From an optimization exercise on the open Yosys and OpenROAD flow, aimed at small area; shortcuts taken in it are not production practice. Function was checked by simulation only, so behaviour that the tests miss may differ from the original. Power figures rest on the tool's default switching activity, not on a simulated workload.

==> flow/design.v (outline; a module is shown in full before it is edited, if it fits) <==
// module Processing_Element_R0: 131 lines
// module Processing_Element_R1: 141 lines
// module Processing_Element_R2: 141 lines
// module Processing_Element_R3: 142 lines
// module Processing_Element_R4: 143 lines
// module Processing_Element_R5: 144 lines
// module FA: 4 lines
// module FA1: 4 lines
// module Gate_XNOR2: 3 lines
// module Gate_OR2: 3 lines
// module Gate_NOR2: 3 lines
// module Gate_A21O: 3 lines
// module HA: 4 lines
// module Gate_AND2: 3 lines
// module Gate_NAND2: 3 lines
// module Gate_INV: 3 lines
// module Gate_XOR2: 3 lines
// module Gate_XOR3: 3 lines
// module Hold_Mux: 3 lines
// module Hold_Mux_N: 3 lines
// module Hold_Mux_I: 5 lines
// module Normalization: 103 lines
// module Shift_Decode: 23 lines
// module Gate_MUX2I: 3 lines
// module Gate_ANDN: 3 lines
// module Gate_ORN: 3 lines
// module Systolic_MMU_Top: 1003 lines
module Systolic_MMU_Top (
    input  wire        CLK,
    input  wire        ASYNC_RST,
    input  wire        SYNC_RST,
    input  wire        EN,
    input  wire        LOAD,
    input  wire [47:0] Inputs,
    input  wire [7:0]  ShiftAmmount,
    input  wire [7:0]  Z,
    output wire [47:0] Out
);
  // ...
==> flow/run.sh <==
#!/bin/bash
# synth_recipe.tcl (not shown) runs the flow's synth.tcl, then flattens the netlist and writes it again
# the make line also repeats each setting of config.mk as NAME=value (left out here)
make -C /OpenROAD-flow-scripts/flow DESIGN_CONFIG=/design/flow/config.mk WORK_HOME=/design/flow/orfs CLKGATE_MAP_FILE= SYNTH_SCRIPT=/design/flow/synth_recipe.tcl finish
==> flow/config.mk <==
export PLATFORM = sky130hd
export DESIGN_NAME = Systolic_MMU_Top
export DESIGN_NICKNAME = Systolic_MMU_Top
export VERILOG_FILES = /design/flow/design.v
export SDC_FILE = /design/flow/constraint.sdc
export NUM_CORES = 4
export LEC_CHECK = 0
export CAP_MARGIN = 20
export CORE_MARGIN = 2
export CORE_UTILIZATION = 55
export CTS_BUF_LIST = sky130_fd_sc_hd__clkbuf_8
export CTS_CLUSTER_DIAMETER = 60
export CTS_CLUSTER_SIZE = 14
export SLEW_MARGIN = 20
export SYNTH_HIERARCHICAL = 1
==> flow/constraint.sdc <==
create_clock -name core_clock -period 12.0 [get_ports {CLK}]
set_input_delay 2.4000 -clock core_clock [delete_from_list [all_inputs] [get_ports {CLK}]]
set_output_delay 2.4000 -clock core_clock [all_outputs]
set_load 0.01 [all_outputs]
==> run summary, run 1 <==
GRT Util Overall 26.5%; Final Cycle Share 94.0%; Via-to-Cell Ratio ~6; Min Hold Slack approximately 460 ps; DRC 0; multi-input logic cell count slightly below 8000; clock network contribution to total cell area 2.85%; Worst-Margin Slew about 1200 ps; gr busiest metal met2; RSZ-0062 raised after global routing false; number of DRC markers in iteration 0 between 4000 and 5000; combinational power share between 20% and 30%; placed cell areas approximately 0.13 sq mm; fraction of area in multi-input gates approximately three fifths; GP Congestion 0.870; Buf+Inv Stages, Crit Path 7; DR top layer met4; non-filler instance count after layout 13468; sequential cell count approximately 1700; HP Class reg2reg; crit path DAT 8880 ps; area grow syn2layout 7.90%; share of layout cells above drive strength 1 5.54%; clock root buffer clkbuf_8; met3 GRT Util between 2 and 3%; Power Dens Cells between 100 and 150 mW/mm^2; Cell Area, Synth about 0.13 sq mm; outcome finished clean; Util after Layout between 50% and 60%; first-pass GRT wire length 502000 microns; CP peak stage delay around 650 ps; Avg WL per Cell ~22 microns
==> run 2: changes to the inputs <==
--- a/flow/config.mk
+++ b/flow/config.mk
@@ -8,8 +8,8 @@
 export CAP_MARGIN = 20
 export CORE_MARGIN = 2
 export CORE_UTILIZATION = 55
-export CTS_BUF_LIST = sky130_fd_sc_hd__clkbuf_8
-export CTS_CLUSTER_DIAMETER = 60
-export CTS_CLUSTER_SIZE = 14
+export CTS_BUF_LIST = sky130_fd_sc_hd__clkbuf_16
+export CTS_CLUSTER_DIAMETER = 100
+export CTS_CLUSTER_SIZE = 30
 export SLEW_MARGIN = 20
 export SYNTH_HIERARCHICAL = 1
==> run summary, run 2 <==
outcome finished clean (unchanged); Die Y 484 microns (unchanged); critical path's slowest cell clkdlybuf4s50_1 (unchanged); Mapped Cells 9928 (unchanged); Max Cap Viol 0 (unchanged); sequential power share 47.1% (was 45.0%); Final Hold Fails 0 (unchanged); clock root buffer clkbuf_16 (was clkbuf_8); DRC 0 (unchanged); slew margin rel. 23.0% (was 22.1%); Power Dens Cells 98.8 mW/mm^2 (was 102 mW/mm^2); initial antenna violation count 1 (unchanged); Via-to-Cell Ratio 5.98 (was 5.96); core area 0.229 sq mm (unchanged); leakage dissipation 53.4 nW (was 54.1 nW); GRT Residual Overflow 0 (unchanged); Synth Warn # 7 (unchanged); DIE AREA 0.234 sq mm (unchanged); first-pass GRT wire length 498000 microns (was 502000 microns); Routed WL 299000 microns (was 301000 microns); Crit. End Element output port (unchanged); multi-input logic area 0.0834 sq mm (unchanged); CP peak stage delay 580 ps (was 650 ps); syn_area_per_cell 12.7 sq um (unchanged); CP Data Required Time 9600 ps (about the same); P_int 9.03 mW (was 9.42 mW); # IOs 117 (unchanged); Post-CTS Setup Bufs 0 (unchanged); commonest non-fill, non-tap cells in the layout 2244 x fa_1, 1882 x nand2_1, 1572 x dfrtp_1 (unchanged); Worst Skew 55.4 ps (was 55.2 ps); row count 176 (unchanged); post-DP HPWL 222000 microns (unchanged); clock power share 26.0% (was 29.2%); ANT nets after route 0 (unchanged); Most common cell on crit path mux2i_1 (unchanged); Buf+Inv Stages, Crit Path 7 (unchanged); Filler cells 18565 (was 18556); nets 12617 (was 12710); CP top delay family buffers and inverters (unchanged); width of the die 484 microns (unchanged); IO buf count 116 (unchanged); CTS tree built (unchanged); RSZ-0062 raised after global routing false (unchanged); CP Class in2out (unchanged); Initial Util 55.2% (unchanged); HP Class reg2reg (unchanged); Hold Buf Count CTS 0 (unchanged); Util after Layout 59.1% (was 59.5%); crit path DAT 8900 ps (was 8880 ps); CTS H-tree lvls 3 (was 4); CTS buffer count 82 (was 175); clock buffer depth 3 (unchanged); crit-path max FO 49 (unchanged); Num Clock Sinks 1680 (unchanged); Final Cycle Share 94.2% (was 94.0%); FF+latch area 0.0422 sq mm (unchanged); Clock Latency Late Sink 780 ps (was 1030 ps); # setup viols final 0 (unchanged); Psw 4.36 mW (was 4.57 mW); number of DRC markers in iteration 0 4925 (was 4732); share of layout cells above drive strength 1 4.26% (was 5.54%); area grow syn2layout 7.07% (was 7.90%); setup_tns 0 ps (unchanged); Vias 79503 (was 80335); Worst-Margin Slew 1150 ps (was 1160 ps); Min Clock Period, post-route 11300 ps (was 11280 ps); cts repair resizes 0 (unchanged); startpoint types primary input (unchanged); Avg WL per Cell 22.5 microns (was 22.4 microns); commonest non-fill, non-tap cell in the layout fa_1 (unchanged); GRT Util Overall 26.3% (was 26.5%); largest net degree at the start of global routing 213 (unchanged); Worst-path clk slew 110 ps (was 100 ps); Max Fclk 88.5 MHz (was 88.6 MHz); peak supply drop 0.135 mV (was 0.141 mV); GP Congestion 0.870 (unchanged); vias in the first global route 87176 (was 88163); Synthesized Nets 12335 (unchanged); combinational power share 26.9% (was 25.8%); max-slew violations 0 (unchanged); Switching Share 32.5% (was 32.7%); Cell Area, Synth 0.127 sq mm (unchanged); drt pass-1 iters 8 (was 6)
[run 2: cell count changes in the layout (fill, tap and decap cells not counted), moves of 6 or more]
cell	before	now
clkinv_2	10	4
clkbuf_8	185	0
clkinv_8	16	10
inv_8	16	7
bufinv_16	12	1
inv_1	331	303
clkbuf_16	0	84
[run 2: per-layer routing]
layer / vias to the layer above / part of all wire, % / global-route usage, % / wire length, microns
met5: - / 0 / 0 / 0
met4: 0 / 2.2 / 6.05 / 6710
met3: 378 / 3.5 / 2.43 / 10500
met2: 1725 / 50 / 44.8 / 150000
met1: 42438 / 44 / 36.9 / 132000
li1: 34962 / - / - / -
[run 2: final cells by class]
class                   count  area share (%)
flip-flops and latches   1680            31.1
clock inverters            64           0.546
diodes                      2         0.00369
clock buffers              84            1.55
inverters                 290           0.810
repair buffers            210            1.62
well taps                3026            2.79
multi-input cells        7946            61.6
[run 2: power by group through the flow]
stage                     clock network [mW]  registers [mW]  logic [mW]
after floorplan                            0            6.28        2.37
after global placement                     0            6.41        3.53
after detailed placement                   0            6.42        3.62
after CTS                               3.63            6.31        3.63
after global routing                    3.81            6.35        4.05
final                                   3.49            6.30        3.60
[run 2: final timing paths]
kind	startpoint	to	slack, ps	cells past startpoint
setup / recovery	ShiftAmmount[4]	Out[46]	700	26
min in group asynchronous	ASYNC_RST	pn_0_5[14]	1590	1
hold reg to reg	d_4_0[8]	d_4_1[8]	480	1
setup reg to reg	a_5_1[0]	pn_5_2[17]	4140	20
max in group asynchronous	ASYNC_RST	sk_5_3[0]	7990	4
hold / removal	d_4_0[8]	d_4_1[8]	480	1
[run 2: through the flow]
stage	setup slack, ps	hold WS (ps)	power (mW)	instances	instance area (sq um)
final	700	476	13.4	13302	136000
after global routing	264	493	14.2	13302	136000
after CTS	695	484	13.6	13300	136000
after detailed placement	734	469	10.0	13152	133000
after global placement	966	464	9.93	13152	133000
after floorplan	-6850	454	8.65	9928	127000
==> run 3: changes to the inputs <==
--- a/flow/config.mk
+++ b/flow/config.mk
@@ -5,11 +5,11 @@
 export SDC_FILE = /design/flow/constraint.sdc
 export NUM_CORES = 4
 export LEC_CHECK = 0
-export CAP_MARGIN = 20
+export CAP_MARGIN = 5
 export CORE_MARGIN = 2
 export CORE_UTILIZATION = 55
 export CTS_BUF_LIST = sky130_fd_sc_hd__clkbuf_16
 export CTS_CLUSTER_DIAMETER = 100
 export CTS_CLUSTER_SIZE = 30
-export SLEW_MARGIN = 20
+export SLEW_MARGIN = 5
 export SYNTH_HIERARCHICAL = 1
==> run summary, run 3 <==
leakage dissipation 53.4 nW (about the same); CP Class in2out (unchanged); Via-to-Cell Ratio 5.97 (was 5.98); vias in the first global route 87176 (unchanged); Final Hold Fails 0 (unchanged); Max Cap Viol 0 (unchanged); CP Data Required Time 9600 ps (about the same); area grow syn2layout 7.06% (was 7.07%); gr busiest metal met2 (unchanged); met3 GRT Util 2.43% (unchanged); GRT Util Overall 26.3% (unchanged); GP Congestion 0.870 (unchanged); share of layout cells above drive strength 1 4.26% (unchanged); Hold Buf Count CTS 0 (unchanged); width of the die 484 microns (unchanged); first-pass GRT wire length 498000 microns (unchanged); CTS H-tree lvls 3 (unchanged); Die Y 484 microns (unchanged); met2 Use GR 44.8% (unchanged); Clock Latency Late Sink 780 ps (about the same); Mapped Cells 9928 (unchanged); number of DRC markers in iteration 0 4858 (was 4925); Worst Skew 56.0 ps (was 55.4 ps); outcome finished clean (unchanged); # IOs 117 (unchanged); GRT Residual Overflow 0 (unchanged); RSZ-0062 raised after global routing false (unchanged); Cell Area, Synth 0.127 sq mm (unchanged); non-filler instance count after layout 13302 (unchanged); peak supply drop 0.134 mV (was 0.135 mV); Crit. End Element output port (unchanged); commonest non-fill, non-tap cell in the layout fa_1 (unchanged); syn_area_per_cell 12.7 sq um (unchanged); commonest non-fill, non-tap cells in the layout 2244 x fa_1, 1882 x nand2_1, 1572 x dfrtp_1 (unchanged); crit path DAT 8880 ps (was 8900 ps); clock buffer depth 3 (unchanged); critical path's slowest cell clkdlybuf4s50_1 (unchanged); Synth Warn # 7 (unchanged); DIE AREA 0.234 sq mm (unchanged); slew margin rel. 13.5% (was 23.0%); max-slew violations 0 (unchanged); Vias 79372 (was 79503); Avg WL per Cell 22.5 microns (about the same); core area 0.229 sq mm (unchanged); DRC 0 (unchanged); clock root buffer clkbuf_16 (unchanged); startpoint types primary input (unchanged); CTS tree built (unchanged); CP peak stage delay 580 ps (about the same); CTS buffer count 82 (unchanged); Post-CTS Setup Bufs 0 (unchanged); # setup viols final 0 (unchanged); row count 176 (unchanged); ANT nets after route 0 (unchanged); Inst Count DP 13152 (unchanged); drt pass-1 iters 6 (was 8); Power Dens Cells 98.8 mW/mm^2 (about the same); largest net degree at the start of global routing 213 (unchanged); reg2reg setup slack 4140 ps (about the same); setup_tns 0 ps (unchanged); post-DP HPWL 222000 microns (unchanged); Routed WL 299000 microns (about the same); Initial Util 55.2% (unchanged); Most common cell on crit path mux2i_1 (unchanged); Worst-path clk slew 110 ps (about the same); met1 Usage GRT 36.9% (unchanged); nets 12617 (unchanged); Filler cells 18565 (unchanged); Min Clock Period, post-route 11280 ps (was 11300 ps); Max Fclk 88.6 MHz (was 88.5 MHz); HP Class reg2reg (unchanged); Final Cycle Share 94.0% (was 94.2%); IO buf count 116 (unchanged); Synthesized Nets 12335 (unchanged); initial antenna violation count 1 (unchanged); crit-path max FO 49 (unchanged); cts repair resizes 0 (unchanged); Worst-Margin Slew 1300 ps (was 1150 ps); Num Clock Sinks 1680 (unchanged)
[run 3: cell type report]
cell class	count	area, sq um	area share (%)
clock inverters	64	739	0.546
well taps	3026	3790	2.79
multi-input cells	7946	83400	61.6
clock buffers	84	2100	1.55
diodes	2	5.00	0.00369
inverters	290	1100	0.810
repair buffers	210	2200	1.62
flip-flops and latches	1680	42200	31.1
[run 3: per-layer routing]
metal	share of wire, %	routed length [microns]
met2	50	150000
met4	2.3	6800
met5	0	0
met1	44	132000
met3	3.4	10300
[run 3: final timing paths]
| kind | cells after the start | to | from |
|---|---|---|---|
| min reg2reg | 1 | d_4_1[8] | d_4_0[8] |
| max reg2reg | 20 | pn_5_2[17] | w_5_2[1] |
| min | 1 | d_4_1[8] | d_4_0[8] |
| max | 26 | Out[46] | ShiftAmmount[4] |
| max in group asynchronous | 4 | sk_5_3[0] | ASYNC_RST |
| min in group asynchronous | 1 | pn_0_5[14] | ASYNC_RST |
[run 3: through the flow]
step	hold slack [ps]	total power, mW	util, %	instance area [sq um]	setup slack [ps]
after floorplan	454	8.65	-	127000	-6850
after global placement	464	9.93	57.8	133000	966
after detailed placement	469	10.0	57.8	133000	734
after CTS	484	13.6	59.1	136000	695
after global routing	493	14.2	59.1	136000	264
final	476	13.4	59.1	136000	720
[run 3: worst max-delay path, delay by kind of cell]
kind / cells / cell delay, ps
AO/OA/AOI/OAI: 6 / 1710
adder cells (fa/ha/maj): 3 / 930
buffers and inverters: 7 / 1760
AND/OR/NAND/NOR: 4 / 760
multiplexers: 6 / 1250
[run 3: power by group]
part           switching [mW]  internal (mW)  total (mW)
clock                    2.08           1.41        3.49
sequential              0.344           5.96        6.30
combinational            1.93           1.66        3.60
total                    4.35           9.03        13.4
==> module Normalization, before the edit <==
module Normalization (
    input  wire [17:0] In,        
    input  wire [4:0]  J,         
    input  wire        T_zero,    
    input  wire [17:0] M,         
    input  wire        M_full,    
    input  wire [17:0] H,         
    input  wire [7:0]  Z,
    output wire [7:0]  Out
);
    wire f4_0, f4_1, f4_2, f4_3, f4_4, f4_5, f4_6, f4_7, f4_8, f4_9, f4_10, f4_11, f4_12, f4_13, f4_14, f4_15, f4_16, f4_17, f4_18, f4_19, f4_20, f4_21, f4_22, f3_0, f3_1, f3_2, f3_3, f3_4, f3_5, f3_6, f3_7, f3_8, f3_9, f3_10, f3_11, f3_12, f3_13, f3_14, f2_0, f2_1, f2_2, f2_3, f2_4, f2_5, f2_6, f2_7, f2_8, f2_9, f2_10, f1_0, f1_1, f1_2, f1_3, f1_4, f1_5, f1_6, f1_7, f1_8, f0_0, f0_1, f0_2, f0_3, f0_4, f0_5, f0_6, f0_7, i_0, i_1, i_2, i_3, i_4, i_5, i_6, i_7;
    Gate_NAND2 gf4_0 (.a(In[9]), .b(J[4]), .y(f4_0));
    Gate_NAND2 gf4_1 (.a(In[10]), .b(J[4]), .y(f4_1));
    Gate_NAND2 gf4_2 (.a(In[11]), .b(J[4]), .y(f4_2));
    Gate_NAND2 gf4_3 (.a(In[12]), .b(J[4]), .y(f4_3));
    Gate_NAND2 gf4_4 (.a(In[13]), .b(J[4]), .y(f4_4));
    Gate_NAND2 gf4_5 (.a(In[14]), .b(J[4]), .y(f4_5));
    Gate_NAND2 gf4_6 (.a(In[15]), .b(J[4]), .y(f4_6));
    Gate_MUX2I gf4_7 (.a(In[0]), .b(In[16]), .s(J[4]), .y(f4_7));
    Gate_MUX2I gf4_8 (.a(In[1]), .b(In[17]), .s(J[4]), .y(f4_8));
    Gate_MUX2I gf4_9 (.a(In[2]), .b(In[17]), .s(J[4]), .y(f4_9));
    Gate_MUX2I gf4_10 (.a(In[3]), .b(In[17]), .s(J[4]), .y(f4_10));
    Gate_MUX2I gf4_11 (.a(In[4]), .b(In[17]), .s(J[4]), .y(f4_11));
    Gate_MUX2I gf4_12 (.a(In[5]), .b(In[17]), .s(J[4]), .y(f4_12));
    Gate_MUX2I gf4_13 (.a(In[6]), .b(In[17]), .s(J[4]), .y(f4_13));
    Gate_MUX2I gf4_14 (.a(In[7]), .b(In[17]), .s(J[4]), .y(f4_14));
    Gate_MUX2I gf4_15 (.a(In[8]), .b(In[17]), .s(J[4]), .y(f4_15));
    Gate_MUX2I gf4_16 (.a(In[9]), .b(In[17]), .s(J[4]), .y(f4_16));
    Gate_MUX2I gf4_17 (.a(In[10]), .b(In[17]), .s(J[4]), .y(f4_17));
    Gate_MUX2I gf4_18 (.a(In[11]), .b(In[17]), .s(J[4]), .y(f4_18));
    Gate_MUX2I gf4_19 (.a(In[12]), .b(In[17]), .s(J[4]), .y(f4_19));
    Gate_MUX2I gf4_20 (.a(In[13]), .b(In[17]), .s(J[4]), .y(f4_20));
    Gate_MUX2I gf4_21 (.a(In[14]), .b(In[17]), .s(J[4]), .y(f4_21));
    Gate_MUX2I gf4_22 (.a(In[15]), .b(In[17]), .s(J[4]), .y(f4_22));
    Gate_MUX2I gf3_0 (.a(f4_0), .b(f4_8), .s(J[3]), .y(f3_0));
    Gate_MUX2I gf3_1 (.a(f4_1), .b(f4_9), .s(J[3]), .y(f3_1));
    Gate_MUX2I gf3_2 (.a(f4_2), .b(f4_10), .s(J[3]), .y(f3_2));
    Gate_MUX2I gf3_3 (.a(f4_3), .b(f4_11), .s(J[3]), .y(f3_3));
    Gate_MUX2I gf3_4 (.a(f4_4), .b(f4_12), .s(J[3]), .y(f3_4));
    Gate_MUX2I gf3_5 (.a(f4_5), .b(f4_13), .s(J[3]), .y(f3_5));
    Gate_MUX2I gf3_6 (.a(f4_6), .b(f4_14), .s(J[3]), .y(f3_6));
    Gate_MUX2I gf3_7 (.a(f4_7), .b(f4_15), .s(J[3]), .y(f3_7));
    Gate_MUX2I gf3_8 (.a(f4_8), .b(f4_16), .s(J[3]), .y(f3_8));
    Gate_MUX2I gf3_9 (.a(f4_9), .b(f4_17), .s(J[3]), .y(f3_9));
    Gate_MUX2I gf3_10 (.a(f4_10), .b(f4_18), .s(J[3]), .y(f3_10));
    Gate_MUX2I gf3_11 (.a(f4_11), .b(f4_19), .s(J[3]), .y(f3_11));
    Gate_MUX2I gf3_12 (.a(f4_12), .b(f4_20), .s(J[3]), .y(f3_12));
    Gate_MUX2I gf3_13 (.a(f4_13), .b(f4_21), .s(J[3]), .y(f3_13));
    Gate_MUX2I gf3_14 (.a(f4_14), .b(f4_22), .s(J[3]), .y(f3_14));
    Gate_MUX2I gf2_0 (.a(f3_0), .b(f3_4), .s(J[2]), .y(f2_0));
    Gate_MUX2I gf2_1 (.a(f3_1), .b(f3_5), .s(J[2]), .y(f2_1));
    Gate_MUX2I gf2_2 (.a(f3_2), .b(f3_6), .s(J[2]), .y(f2_2));
    Gate_MUX2I gf2_3 (.a(f3_3), .b(f3_7), .s(J[2]), .y(f2_3));
    Gate_MUX2I gf2_4 (.a(f3_4), .b(f3_8), .s(J[2]), .y(f2_4));
    Gate_MUX2I gf2_5 (.a(f3_5), .b(f3_9), .s(J[2]), .y(f2_5));
    Gate_MUX2I gf2_6 (.a(f3_6), .b(f3_10), .s(J[2]), .y(f2_6));
    Gate_MUX2I gf2_7 (.a(f3_7), .b(f3_11), .s(J[2]), .y(f2_7));
    Gate_MUX2I gf2_8 (.a(f3_8), .b(f3_12), .s(J[2]), .y(f2_8));
    Gate_MUX2I gf2_9 (.a(f3_9), .b(f3_13), .s(J[2]), .y(f2_9));
    Gate_MUX2I gf2_10 (.a(f3_10), .b(f3_14), .s(J[2]), .y(f2_10));
    Gate_MUX2I gf1_0 (.a(f2_0), .b(f2_2), .s(J[1]), .y(f1_0));
    Gate_MUX2I gf1_1 (.a(f2_1), .b(f2_3), .s(J[1]), .y(f1_1));
    Gate_MUX2I gf1_2 (.a(f2_2), .b(f2_4), .s(J[1]), .y(f1_2));
    Gate_MUX2I gf1_3 (.a(f2_3), .b(f2_5), .s(J[1]), .y(f1_3));
    Gate_MUX2I gf1_4 (.a(f2_4), .b(f2_6), .s(J[1]), .y(f1_4));
    Gate_MUX2I gf1_5 (.a(f2_5), .b(f2_7), .s(J[1]), .y(f1_5));
    Gate_MUX2I gf1_6 (.a(f2_6), .b(f2_8), .s(J[1]), .y(f1_6));
    Gate_MUX2I gf1_7 (.a(f2_7), .b(f2_9), .s(J[1]), .y(f1_7));
    Gate_MUX2I gf1_8 (.a(f2_8), .b(f2_10), .s(J[1]), .y(f1_8));
    Gate_MUX2I gf0_0 (.a(f1_0), .b(f1_1), .s(J[0]), .y(f0_0));
    Gate_MUX2I gf0_1 (.a(f1_1), .b(f1_2), .s(J[0]), .y(f0_1));
    Gate_MUX2I gf0_2 (.a(f1_2), .b(f1_3), .s(J[0]), .y(f0_2));
    Gate_MUX2I gf0_3 (.a(f1_3), .b(f1_4), .s(J[0]), .y(f0_3));
    Gate_MUX2I gf0_4 (.a(f1_4), .b(f1_5), .s(J[0]), .y(f0_4));
    Gate_MUX2I gf0_5 (.a(f1_5), .b(f1_6), .s(J[0]), .y(f0_5));
    Gate_MUX2I gf0_6 (.a(f1_6), .b(f1_7), .s(J[0]), .y(f0_6));
    Gate_MUX2I gf0_7 (.a(f1_7), .b(f1_8), .s(J[0]), .y(f0_7));
    Gate_INV gi_0 (.a(f0_0), .y(i_0));
    Gate_INV gi_1 (.a(f0_1), .y(i_1));
    Gate_INV gi_2 (.a(f0_2), .y(i_2));
    Gate_INV gi_3 (.a(f0_3), .y(i_3));
    Gate_INV gi_4 (.a(f0_4), .y(i_4));
    Gate_INV gi_5 (.a(f0_5), .y(i_5));
    Gate_INV gi_6 (.a(f0_6), .y(i_6));
    Gate_INV gi_7 (.a(f0_7), .y(i_7));
    wire [7:0]  tl  = T_zero ? 8'd0 : {i_7, i_6, i_5, i_4, i_3, i_2, i_1, i_0};
    wire z10 = ~|(In & M);
    wire o10 = M_full & (&(In | ~M));
    wire t18 = |(In & H);
    wire t7  = tl[7];
    wire [7:0] lo = {1'b0, tl[6:0]} + {1'b0, Z[6:0]};
    wire c7  = lo[7];
    wire u7  = t7 ^ Z[7] ^ c7;
    wire d_zero  = (Z[7] == c7);
    wire d_plus  = c7 & ~Z[7];
    wire d_minus = Z[7] & ~c7;
    wire in_range = (d_zero  & ((z10 & ~t18 & ~t7) | (o10 & t18 & t7))) |
                    (d_plus  & o10 & t18) |
                    (d_minus & z10 & ~t18);
    wire wrap = (d_plus & ~t18 & o10 & t7) | (d_minus & t18 & z10 & ~t7);
    wire neg = t18 ^ wrap;
    assign Out = in_range ? {u7, lo[6:0]} : (neg ? 8'h80 : 8'h7f);
endmodule
==> module Shift_Decode, before the edit <==
module Shift_Decode (
    input  wire [7:0]  ShiftAmmount,
    output wire [4:0]  J,
    output wire        T_zero,
    output wire [17:0] M,
    output wire        M_full,
    output wire [17:0] H
);
    wire signed [7:0] s = ShiftAmmount;
    wire [7:0] j7 = 8'd7 - ShiftAmmount;
    assign T_zero = (s >= 8'sd8);
    assign J      = (s <= -8'sd18) ? 5'd25 : j7[4:0];
    assign M_full = (s <= 8'sd8);
    genvar m;
    generate
        for (m = 0; m < 17; m = m + 1) begin : g_mask
            assign M[m] = (s <= 17 - m) && (s >= 8 - m);
            assign H[m] = (s == 18 - m);
        end
    endgenerate
    assign M[17] = (s <= 8'sd0);
    assign H[17] = (s <= 8'sd1);
endmodule
==> run 4: changes to the inputs <==
--- a/flow/design.v
+++ b/flow/design.v
@@ -900,7 +900,7 @@
     input  wire [7:0]  Z,
     output wire [7:0]  Out
 );
-    wire f4_0, f4_1, f4_2, f4_3, f4_4, f4_5, f4_6, f4_7, f4_8, f4_9, f4_10, f4_11, f4_12, f4_13, f4_14, f4_15, f4_16, f4_17, f4_18, f4_19, f4_20, f4_21, f4_22, f3_0, f3_1, f3_2, f3_3, f3_4, f3_5, f3_6, f3_7, f3_8, f3_9, f3_10, f3_11, f3_12, f3_13, f3_14, f2_0, f2_1, f2_2, f2_3, f2_4, f2_5, f2_6, f2_7, f2_8, f2_9, f2_10, f1_0, f1_1, f1_2, f1_3, f1_4, f1_5, f1_6, f1_7, f1_8, f0_0, f0_1, f0_2, f0_3, f0_4, f0_5, f0_6, f0_7, i_0, i_1, i_2, i_3, i_4, i_5, i_6, i_7;
+    wire f4_0, f4_1, f4_2, f4_3, f4_4, f4_5, f4_6, f4_7, f4_8, f4_9, f4_10, f4_11, f4_12, f4_13, f4_14, f4_15, f4_16, f4_17, f4_18, f4_19, f4_20, f4_21, f4_22, f3_0, f3_1, f3_2, f3_3, f3_4, f3_5, f3_6, f3_7, f3_8, f3_9, f3_10, f3_11, f3_12, f3_13, f3_14, f2_0, f2_1, f2_2, f2_3, f2_4, f2_5, f2_6, f2_7, f2_8, f2_9, f2_10, f1_0, f1_1, f1_2, f1_3, f1_4, f1_5, f1_6, f1_7, f1_8, f0_0, f0_1, f0_2, f0_3, f0_4, f0_5, f0_6, f0_7;
     Gate_NAND2 gf4_0 (.a(In[9]), .b(J[4]), .y(f4_0));
     Gate_NAND2 gf4_1 (.a(In[10]), .b(J[4]), .y(f4_1));
     Gate_NAND2 gf4_2 (.a(In[11]), .b(J[4]), .y(f4_2));
@@ -967,31 +967,31 @@
     Gate_MUX2I gf0_5 (.a(f1_5), .b(f1_6), .s(J[0]), .y(f0_5));
     Gate_MUX2I gf0_6 (.a(f1_6), .b(f1_7), .s(J[0]), .y(f0_6));
     Gate_MUX2I gf0_7 (.a(f1_7), .b(f1_8), .s(J[0]), .y(f0_7));
-    Gate_INV gi_0 (.a(f0_0), .y(i_0));
-    Gate_INV gi_1 (.a(f0_1), .y(i_1));
-    Gate_INV gi_2 (.a(f0_2), .y(i_2));
-    Gate_INV gi_3 (.a(f0_3), .y(i_3));
-    Gate_INV gi_4 (.a(f0_4), .y(i_4));
-    Gate_INV gi_5 (.a(f0_5), .y(i_5));
-    Gate_INV gi_6 (.a(f0_6), .y(i_6));
-    Gate_INV gi_7 (.a(f0_7), .y(i_7));
-    wire [7:0]  tl  = T_zero ? 8'd0 : {i_7, i_6, i_5, i_4, i_3, i_2, i_1, i_0};
-    wire z10 = ~|(In & M);
-    wire o10 = M_full & (&(In | ~M));
-    wire t18 = |(In & H);
-    wire t7  = tl[7];
-    wire [7:0] lo = {1'b0, tl[6:0]} + {1'b0, Z[6:0]};
-    wire c7  = lo[7];
-    wire u7  = t7 ^ Z[7] ^ c7;
-    wire d_zero  = (Z[7] == c7);
-    wire d_plus  = c7 & ~Z[7];
-    wire d_minus = Z[7] & ~c7;
-    wire in_range = (d_zero  & ((z10 & ~t18 & ~t7) | (o10 & t18 & t7))) |
-                    (d_plus  & o10 & t18) |
-                    (d_minus & z10 & ~t18);
-    wire wrap = (d_plus & ~t18 & o10 & t7) | (d_minus & t18 & z10 & ~t7);
-    wire neg = t18 ^ wrap;
-    assign Out = in_range ? {u7, lo[6:0]} : (neg ? 8'h80 : 8'h7f);
+    wire [7:0] tl;    
+    Gate_NOR2 gtl0 (.a(f0_0), .b(T_zero), .y(tl[0]));
+    Gate_NOR2 gtl1 (.a(f0_1), .b(T_zero), .y(tl[1]));
+    Gate_NOR2 gtl2 (.a(f0_2), .b(T_zero), .y(tl[2]));
+    Gate_NOR2 gtl3 (.a(f0_3), .b(T_zero), .y(tl[3]));
+    Gate_NOR2 gtl4 (.a(f0_4), .b(T_zero), .y(tl[4]));
+    Gate_NOR2 gtl5 (.a(f0_5), .b(T_zero), .y(tl[5]));
+    Gate_NOR2 gtl6 (.a(f0_6), .b(T_zero), .y(tl[6]));
+    Gate_NOR2 gtl7 (.a(f0_7), .b(T_zero), .y(tl[7]));
+    wire z10, o10, t18;
+    Norm_Flags flags (.In(In), .M(M), .M_full(M_full), .H(H), .z10(z10), .o10(o10), .t18(t18));
+    wire [6:0] lo;
+    wire [7:0] cy;
+    HA ad0 (.a(tl[0]), .b(Z[0]), .s(lo[0]), .co(cy[1]));
+    FA ad [5:0] (.a(tl[6:1]), .b(Z[6:1]), .c(cy[6:1]), .s(lo[6:1]), .co(cy[7:2]));
+    wire c7 = cy[7];
+    wire t7 = tl[7];
+    wire u7x, u7;
+    Gate_XOR2 x7a (.a(t7), .b(Z[7]), .y(u7x));
+    Gate_XOR2 x7b (.a(u7x), .b(c7), .y(u7));
+    wire in_range, sat_lo, sat_hi;
+    Norm_Range range (.z10(z10), .o10(o10), .t18(t18), .t7(t7), .c7(c7), .z7(Z[7]),
+                      .in_range(in_range), .sat_lo(sat_lo), .sat_hi(sat_hi));
+    Gate_A21O go [6:0] (.a1(lo), .a2(in_range), .b(sat_lo), .y(Out[6:0]));
+    Gate_A21O go7 (.a1(u7), .a2(in_range), .b(sat_hi), .y(Out[7]));
 endmodule
 module Shift_Decode (
     input  wire [7:0]  ShiftAmmount,
@@ -1001,20 +1001,63 @@
     output wire        M_full,
     output wire [17:0] H
 );
-    wire signed [7:0] s = ShiftAmmount;
+    wire [27:0] le, gt;
+    Shift_Thermometer therm (.s(ShiftAmmount), .le(le));
+    Gate_INV ginv [27:0] (.a(le), .y(gt));
     wire [7:0] j7 = 8'd7 - ShiftAmmount;
-    assign T_zero = (s >= 8'sd8);
-    assign J      = (s <= -8'sd18) ? 5'd25 : j7[4:0];
-    assign M_full = (s <= 8'sd8);
+    wire signed [7:0] s = ShiftAmmount;
+    wire far_right = (s <= -8'sd18);
+    assign J      = far_right ? 5'd25 : j7[4:0];
+    assign T_zero = gt[16];                   
+    assign M_full = le[17];                   
     genvar m;
     generate
         for (m = 0; m < 17; m = m + 1) begin : g_mask
-            assign M[m] = (s <= 17 - m) && (s >= 8 - m);
-            assign H[m] = (s == 18 - m);
+            Gate_NOR2 gm (.a(gt[26 - m]), .b(le[16 - m]), .y(M[m]));
+            Gate_NOR2 gh (.a(gt[27 - m]), .b(le[26 - m]), .y(H[m]));
+        end
+    endgenerate
+    assign M[17] = le[9];                     
+    assign H[17] = le[10];                    
+endmodule
+module Shift_Thermometer (input wire signed [7:0] s, output wire [27:0] le);
+    genvar i;
+    generate
+        for (i = 0; i < 28; i = i + 1) begin : g_le
+            assign le[i] = (s <= i - 9);
         end
     endgenerate
-    assign M[17] = (s <= 8'sd0);
-    assign H[17] = (s <= 8'sd1);
+endmodule
+module Norm_Flags (
+    input  wire [17:0] In,
+    input  wire [17:0] M,
+    input  wire        M_full,
+    input  wire [17:0] H,
+    output wire        z10,
+    output wire        o10,
+    output wire        t18
+);
+    assign z10 = ~|(In & M);
+    assign o10 = M_full & (&(In | ~M));
+    assign t18 = |(In & H);
+endmodule
+module Norm_Range (
+    input  wire z10, input wire o10, input wire t18, input wire t7,
+    input  wire c7, input wire z7,
+    output wire in_range,
+    output wire sat_lo,      
+    output wire sat_hi       
+);
+    wire d_zero  = (z7 == c7);
+    wire d_plus  = c7 & ~z7;
+    wire d_minus = z7 & ~c7;
+    assign in_range = (d_zero  & ((z10 & ~t18 & ~t7) | (o10 & t18 & t7))) |
+                      (d_plus  & o10 & t18) |
+                      (d_minus & z10 & ~t18);
+    wire wrap = (d_plus & ~t18 & o10 & t7) | (d_minus & t18 & z10 & ~t7);
+    wire neg = t18 ^ wrap;
+    assign sat_lo = ~in_range & ~neg;
+    assign sat_hi = ~in_range & neg;
 endmodule
 module Gate_MUX2I (input wire a, input wire b, input wire s, output wire y);
     assign y = ~(s ? b : a);
--- a/flow/config.mk
+++ b/flow/config.mk
@@ -5,11 +5,11 @@
 export SDC_FILE = /design/flow/constraint.sdc
 export NUM_CORES = 4
 export LEC_CHECK = 0
-export CAP_MARGIN = 5
+export CAP_MARGIN = 20
 export CORE_MARGIN = 2
 export CORE_UTILIZATION = 55
 export CTS_BUF_LIST = sky130_fd_sc_hd__clkbuf_16
 export CTS_CLUSTER_DIAMETER = 100
 export CTS_CLUSTER_SIZE = 30
-export SLEW_MARGIN = 5
+export SLEW_MARGIN = 20
 export SYNTH_HIERARCHICAL = 1
==> run summary, run 4 <==
post-DP HPWL 214000 microns (was 222000 microns); GRT Util Overall 26.2% (was 26.3%); CP Class in2out (unchanged); drt pass-1 iters 6 (unchanged); placed cell areas 0.131 sq mm (was 0.133 sq mm); Min Clock Period, post-route 11690 ps (was 11280 ps); CTS buffer count 84 (was 82); Num Clock Sinks 1680 (unchanged); Initial Util 55.4% (was 55.2%); Hold Path Stages 1 (unchanged); area grow syn2layout 7.31% (was 7.06%); DIE AREA 0.231 sq mm (was 0.234 sq mm); GP Congestion 0.871 (was 0.870); outcome finished clean (unchanged); ANT nets after route 0 (unchanged); clock root buffer clkbuf_16 (unchanged); Power Dens Cells 102 mW/mm^2 (was 98.8 mW/mm^2); leakage dissipation 52.3 nW (was 53.4 nW); critical path's slowest cell clkdlybuf4s50_1 (unchanged); Power, Total 13.6 mW (was 13.4 mW); crit path DAT 9290 ps (was 8880 ps); CP Data Required Time 9600 ps (about the same); peak supply drop 0.144 mV (was 0.134 mV); Hold Buf Count CTS 0 (unchanged); Worst Skew 47.3 ps (was 56.0 ps); hold worst-path end sk_2_2[0] (was d_4_1[8]); Min Hold Slack 483 ps (was 476 ps); slew margin rel. 19.6% (was 13.5%); Routed WL 294000 microns (was 299000 microns); Vias 78634 (was 79372); crit-path max FO 34 (was 49); Avg WL per Cell 22.4 microns (was 22.5 microns); max-slew violations 0 (unchanged); Synthesized Nets 12148 (was 12335); worst r2r path cells 20 (unchanged); Most common cell on crit path fa_1 (was mux2i_1); Die Y 481 microns (was 484 microns); first-pass GRT wire length 488000 microns (was 498000 microns); initial antenna violation count 1 (unchanged); startpoint types primary input (unchanged); Mapped Cells 9750 (was 9928); Via-to-Cell Ratio 6.00 (was 5.97); # IOs 117 (unchanged); commonest non-fill, non-tap cell in the layout fa_1 (unchanged); Worst-path clk slew 110 ps (about the same); number of DRC markers in iteration 0 4645 (was 4858); setup_tns 0 ps (unchanged); Clock Latency Late Sink 790 ps (was 780 ps); CTS tree built (unchanged); width of the die 481 microns (was 484 microns); Cell Area, Synth 0.125 sq mm (was 0.127 sq mm); GRT Residual Overflow 0 (unchanged); Worst R2R End pn_5_3[17] (was pn_5_2[17]); HP Start sk_2_1[0] (was d_4_0[8]); syn_area_per_cell 12.8 sq um (was 12.7 sq um); core area 0.225 sq mm (was 0.229 sq mm); Synth Warn # 7 (unchanged); share of layout cells above drive strength 1 3.90% (was 4.26%); IO buf count 116 (unchanged); Reg-to-Reg Start a_5_2[0] (was w_5_2[1]); reg2reg setup slack 4070 ps (was 4140 ps); vias in the first global route 85751 (was 87176); CTS H-tree lvls 3 (unchanged); CP peak stage delay 490 ps (was 580 ps); HP Class reg2reg (unchanged); Crit. End Element output port (unchanged); crit path from ShiftAmmount[4] (unchanged); largest net degree at the start of global routing 223 (was 213); Final Hold Fails 0 (unchanged); Max Cap Viol 0 (unchanged); nets 12439 (was 12617); RSZ-0062 raised after global routing true (was false); Final Cycle Share 97.4% (was 94.0%); cell area after layout 0.134 sq mm (was 0.136 sq mm); Worst-Margin Slew 1210 ps (was 1300 ps); clock buffer depth 3 (unchanged); Max Fclk 85.5 MHz (was 88.6 MHz); row count 174 (was 176); # setup viols final 0 (unchanged); DRC 0 (unchanged); commonest non-fill, non-tap cells in the layout 2270 x fa_1, 1872 x nand2_1, 1572 x dfrtp_1 (was 2244 x fa_1, 1882 x nand2_1, 1572 x dfrtp_1)
## run 4: worst max-delay path by stage
| stage | end |
|---|---|
| after floorplan | a_0_0[0] |
| final | Out[6] |
| after CTS | Out[43] |
| after global routing | Out[27] |
| after detailed placement | Out[43] |
| after global placement | Out[46] |
## run 4: metrics by stage
step | instances | util, % | worst slack (ps)
floorplan | 9750 | - | -6850
global route | 13100 | 59.5 | -25.5
finish | 13100 | 59.5 | 309
global placement | 12939 | 58.1 | 378
CTS | 13091 | 59.4 | 202
detailed placement | 12939 | 58.1 | 222
## run 4: what timing repair did
action                                 4_1_cts  5_1_grt
setup endpoints to repair                    0       48
buffers inserted                             0        6
endpoints found under the hold margin        0        0
gates resized for setup                      0       25
## run 4: critical path: cells and delay by family
family | cells | cell delay [ps]
adder cells (fa/ha/maj) | 9 | 3050
AO/OA/AOI/OAI | 3 | 640
multiplexers | 5 | 900
AND/OR/NAND/NOR | 5 | 900
buffers and inverters | 5 | 1350
## run 4: cell type report
class / instances / area, sq um
diodes: 1 / 2.50
clock buffers: 88 / 2200
clock inverters: 64 / 778
fillers: 18115 / 91300
inverters: 265 / 1000
multi-input cells: 7800 / 81900
flip-flops and latches: 1680 / 42200
well taps: 2992 / 3740
repair buffers: 210 / 2240
## run 4: report_power, final
group / internal [mW] / total (mW) / switching (mW)
clock network: 1.48 / 3.58 / 2.10
registers: 5.96 / 6.30 / 0.340
logic: 1.71 / 3.75 / 2.04
## run 4: layer usage
metal	GRT usage (%)	up-vias	part of all wire (%)
met1	37.4	42293	44
met2	44.4	1681	50
met3	2.33	336	3.6
li1	-	34324	-
met4	5.70	0	2.1
met5	0	-	0

==> port drivers added, routing unchanged <==
The flow's constraints put no driver on any port. The routed layouts listed below were extracted and timed again, unchanged, in two steps.
Step 1: set_driving_cell puts a clkbuf_16 on CLK and a buf_2 on each other input, an assumption about the parent block.
Step 2 also shifts input and output timing later by t, the mid clock arrival at the registers, as if the neighbouring blocks saw the same clock.
Three values: no drivers, after step 1, after step 2; two values: the first two.
run | t, ns | setup WS [ns] | worst setup path after step 2
run 1 | 1.080 | 0.715 / 0.686 / 0.686 | input to output
run 2 | 0.836 | 0.700 / 0.672 / 0.672 | input to output
run 3 | 0.837 | 0.720 / 0.692 / 0.692 | input to output
run 4 | 0.842 | 0.309 / 0.282 / 0.282 | input to output
After both steps setup and hold are still met in every run listed. The setup slack of run 1, which loses most, moves by -0.029 ns with the drivers and by -0.029 ns with both steps.
